Source: an optimization exercise on an open RTL-to-GDS flow (aim: small area, a short achievable clock period and few clock cycles per item). Production flows keep margins and buffers that such runs may drop.
RTL that was checked went through simulation tests only; none was proved equivalent to the original.

Design gift128, start of the top module:
module gift128(input  wire clk,
               input  wire [127:0] P,
               input  wire [127:0] K,
               input  wire ld,
               output wire [127:0] C,
               output wire done);
Settings: LEC_CHECK=0, CAP_MARGIN=20, CORE_MARGIN=2, CORE_UTILIZATION=40, CTS_CLUSTER_DIAMETER=120, CTS_CLUSTER_SIZE=24, SLEW_MARGIN=20; clock period 10.0 ns.
standard.sh (not shown) runs the stock make flow with config.mk's settings and CLKGATE_MAP_FILE= SYNTH_SCRIPT=/design/flow/synth_recipe.tcl, a recipe that flattens the netlist after the stock synthesis.
==> flow/flow/run.sh <==
#!/bin/bash
# The standard ORFS layout, with 1x port buffers instead of the default
# (clkdlybuf4s50_1) and, if flow/margin.txt exists, timing repair aimed that
# many ns below the clock period (setup margin). The make output goes to
# flow_std.log here; ORFS's per-step logs are under orfs/logs.
set -euo pipefail
ARGS=("BUFFER_PORTS_ARGS=-buffer_cell sky130_fd_sc_hd__buf_1")
if [[ -f flow/margin.txt ]]; then ARGS+=("SETUP_SLACK_MARGIN=$(cat flow/margin.txt)"); fi
bash standard.sh "${ARGS[@]}" finish > flow_std.log 2>&1
==> flow/flow/margin.txt <==
6.4
Next try:
==> flow/flow/margin.txt (replaced) <==
6.7
--- a/flow/config.mk
+++ b/flow/config.mk
@@ -11,2 +10,0 @@
-export CTS_CLUSTER_DIAMETER = 120
-export CTS_CLUSTER_SIZE = 24
The new run completed with no timing, DRC or antenna violations.
Cell area increases by a little under a tenth.
Core utilization increases by 3.8 points.
Routed wire length increases by a few percent.
Die area is unchanged.
Final cell count increases by a few percent.
Synthesized cell count stays the same.
Non-clock buffer count increases by 30.
Area after synthesis does not change.
No run of this note included a check of the RTL's function; only the layout flow was run.

========
== wip/violet ==
Another version of the RTL of gift128 (not shown whole).
For scale: about 2,100 cells after synthesis, about 260 flip-flops.
clock: 10.0 ns
lec_check: 0
cap_margin: 20
core_margin: 2
core_utilization: 55
cts_cluster_diameter: 120
cts_cluster_size: 24
slew_margin: 20
synth_hierarchical: 1
==> flow/flow/margin.txt <==
6.6
Scripts as last shown in full above: flow/flow/run.sh
Testbench counts of wip/violet, summed over its fixed seeds: cycles 5,384, items 384.
The inputs of wip/harbor differ from those of wip/violet as listed below.
==> flow/flow/margin.txt <==
7.0
Notes after the runs:
[compare] base=wip/violet new=wip/harbor: area of combinational cells with multiple inputs rose about 8%; critical path arrival fell 0.30 ns; final critical-path share of the clock period fell 2.9 points; fraction of area in multi-input gates fell 6.4 points. First-iteration DRC count (higher): wip/harbor. Comparing wip/harbor and wip/violet, the higher signed area change from the synthesized netlist to the final layout is on wip/harbor. The more densely filled core belongs to wip/harbor, not wip/violet. Per the comparison of wip/harbor with wip/violet, via count climbed 1,635.
What wip/umber does differently from wip/harbor at the input level:
- swapping 55 for 65 in CORE_UTILIZATION
==> flow/flow/margin.txt <==
6.8
[summary]
wip/umber vs. wip/harbor: length of routed met2 wiring saw a decrease, average wire per cell in the routed design saw a decrease. Diff wip/harbor..wip/umber | sequential cell count | unchanged. Compared with wip/harbor, wip/umber shows post-route clock period utilization higher by 1.7 points. The higher full die area of wip/harbor and wip/umber is in wip/harbor.

========
Another version of the RTL of gift128 (not shown whole).
For scale: about 2,300 cells after synthesis, ~260 flip-flops, about 390 I/O pins, about 20,000 um^2 of cells after synthesis.
Design gift128, start of the top module:
module gift128(input  wire clk,
               input  wire [127:0] P,
               input  wire [127:0] K,
               input  wire ld,
               output wire [127:0] C,
               output wire done);
Settings: LEC_CHECK=0, CAP_MARGIN=20, CORE_MARGIN=2, CORE_UTILIZATION=40, CTS_CLUSTER_DIAMETER=120, CTS_CLUSTER_SIZE=24, SLEW_MARGIN=20, SYNTH_HIERARCHICAL=1; clock period 10.0 ns.
==> flow/flow/margin.txt <==
6.4
Scripts as last shown in full above: flow/flow/run.sh
Next try:
==> flow/flow/margin.txt (replaced) <==
6.6
--- a/flow/config.mk
+++ b/flow/config.mk
@@ -8,5 +8,5 @@
 export CAP_MARGIN = 20
 export CORE_MARGIN = 2
-export CORE_UTILIZATION = 40
+export CORE_UTILIZATION = 55
 export CTS_CLUSTER_DIAMETER = 120
 export CTS_CLUSTER_SIZE = 24
Sequential cell count does not change.
Area after synthesis is unchanged.
Non-clock buffer count increases by 2.
Final area stays flat.
Die area decreases by 27%.
Wire length decreases by about 9%.
No functional check of the RTL was part of any run of this note.

========
job 7704:
gift128, a different RTL version from the one above (not shown whole).
For scale: ~1800 cells after synthesis, roughly 260 flip-flops, roughly 16000 µm² of cells after synthesis.
Settings: LEC_CHECK=0, CAP_MARGIN=20, CORE_MARGIN=2, CORE_UTILIZATION=40, SLEW_MARGIN=20; clock period 10.0 ns.
==> flow/flow/margin.txt <==
7.1
Scripts as last shown in full above: flow/flow/run.sh
Job 7704 reached the end of the flow, and the finished layout is clean on the timing, design-rule and antenna checks.
### job 7704 -> job 692
==> flow/flow/margin.txt <==
6.5
The actual slew at the worst max-slew pin of job 692 exceeds that of job 7704 by 0.033 ns.
Job 692 vs. job 7704: maximum net fanout on the critical path climbed 7.
Here is what was changed in the inputs of job 3967 compared with job 692.
removed: flow/flow/margin.txt
Notes after the runs:
Between job 3967 and job 692, the post-layout utilization of the core does not differ in any meaningful way.
| number of stages on the worst setup path | lower: job 692 |
Summary — detailed-route wire length on metal 1, job 3967 relative to job 692: lower, by 1.4%.
Register-to-register slack was lower in the run labelled job 692.
Job 692 -> job 3967: total die area delta 0, exact match
Against job 692, job 3967 comes in 0.33 ns lower on worst setup slack after layout.
No functional check of the RTL was part of any run of this note.

========
## red
gift128 again, from the RTL that the note above started with.
==> flow/design.v (excerpt) <==
module gift128(input  wire clk,
               input  wire [127:0] P,
               input  wire [127:0] K,
               input  wire ld,
               output wire [127:0] C,
               output wire done);
Settings: LEC_CHECK=0, CAP_MARGIN=20, CORE_MARGIN=2, CORE_UTILIZATION=40, CTS_CLUSTER_DIAMETER=120, CTS_CLUSTER_SIZE=24, SLEW_MARGIN=20; clock period 10.0 ns.
==> flow/flow/margin.txt <==
6.8
Scripts as last shown in full above: flow/flow/run.sh
Input-level comparison between blue and red:
diff --git a/flow/config.mk b/flow/config.mk
--- a/flow/config.mk
+++ b/flow/config.mk
@@ -10,4 +10,2 @@
 export CORE_UTILIZATION = 40
-export CTS_CLUSTER_DIAMETER = 120
-export CTS_CLUSTER_SIZE = 24
 export SLEW_MARGIN = 20
### Flow results
In blue, the count of clock-net buffers in the final layout came out 23 above the value in red.
Higher total routing usage reported by global routing was reported by blue, not red.
red vs blue, critical path endpoint: C[28] vs C[27]
red leaves more setup margin than blue.
Taking red as the reference point, the global routing usage on met3 of blue falls by 0.29 points.
As of blue, via count had risen by a few percent compared to red.
No functional check of the RTL was part of any run of this note.

[re-timing with driven ports]
Ports are ideal in the flow. The routed layouts listed here were re-timed in OpenROAD. Step 1, drivers: a clkbuf_16 drives clk and a buf_2 each remaining input, both assumed. Step 2 also shifts input and output timing later by t, the mid clock arrival at the registers, as if the neighbouring blocks saw the same clock. Three values: ideal, step 1, step 2; two values: the first two.
run | t (ns) | slack for setup (ns) | hold slack, ns
the first run of note 1 | 0.614 | 6.367 / 6.289 / 5.675 | 0.512 / 0.512 / 0.512
the second run of note 1 | 0.616 | 6.555 / 6.423 / 5.807 | 0.507 / 0.507 / 0.507
wip/violet | 0.559 | 6.651 / 6.596 / 6.117 | 0.524 / 0.524 / 0.524
wip/harbor | 0.567 | 6.945 / 6.801 / 6.235 | 0.517 / 0.517 / 0.517
wip/umber | 0.561 | 6.775 / 6.670 / 6.108 | 0.512 / 0.512 / 0.512
the first run of note 3 | 0.581 | 6.443 / 6.447 / 5.866 | 0.511 / 0.511 / 0.511
the second run of note 3 | 0.569 | 6.649 / 6.589 / 6.020 | 0.518 / 0.518 / 0.518
job 7704 | 0.629 | 6.884 / 6.832 / 6.517 | 0.511 / 0.511 / 0.511
job 692 | 0.620 | 6.531 / 6.479 / 6.150 | 0.501 / 0.501 / 0.501
job 3967 | 0.619 | 6.205 / 6.234 / 5.615 | 0.503 / 0.503 / 0.503
red | 0.566 | 6.835 / 6.779 / 6.335 | 0.511 / 0.511 / 0.511
blue | 0.627 | 6.826 / 6.774 / 6.241 | 0.507 / 0.507 / 0.507
After both steps every run listed still meets setup and hold. The setup slack of the second run of note 1, which loses most, moves by -0.132 ns with the drivers and by -0.748 ns with both steps.
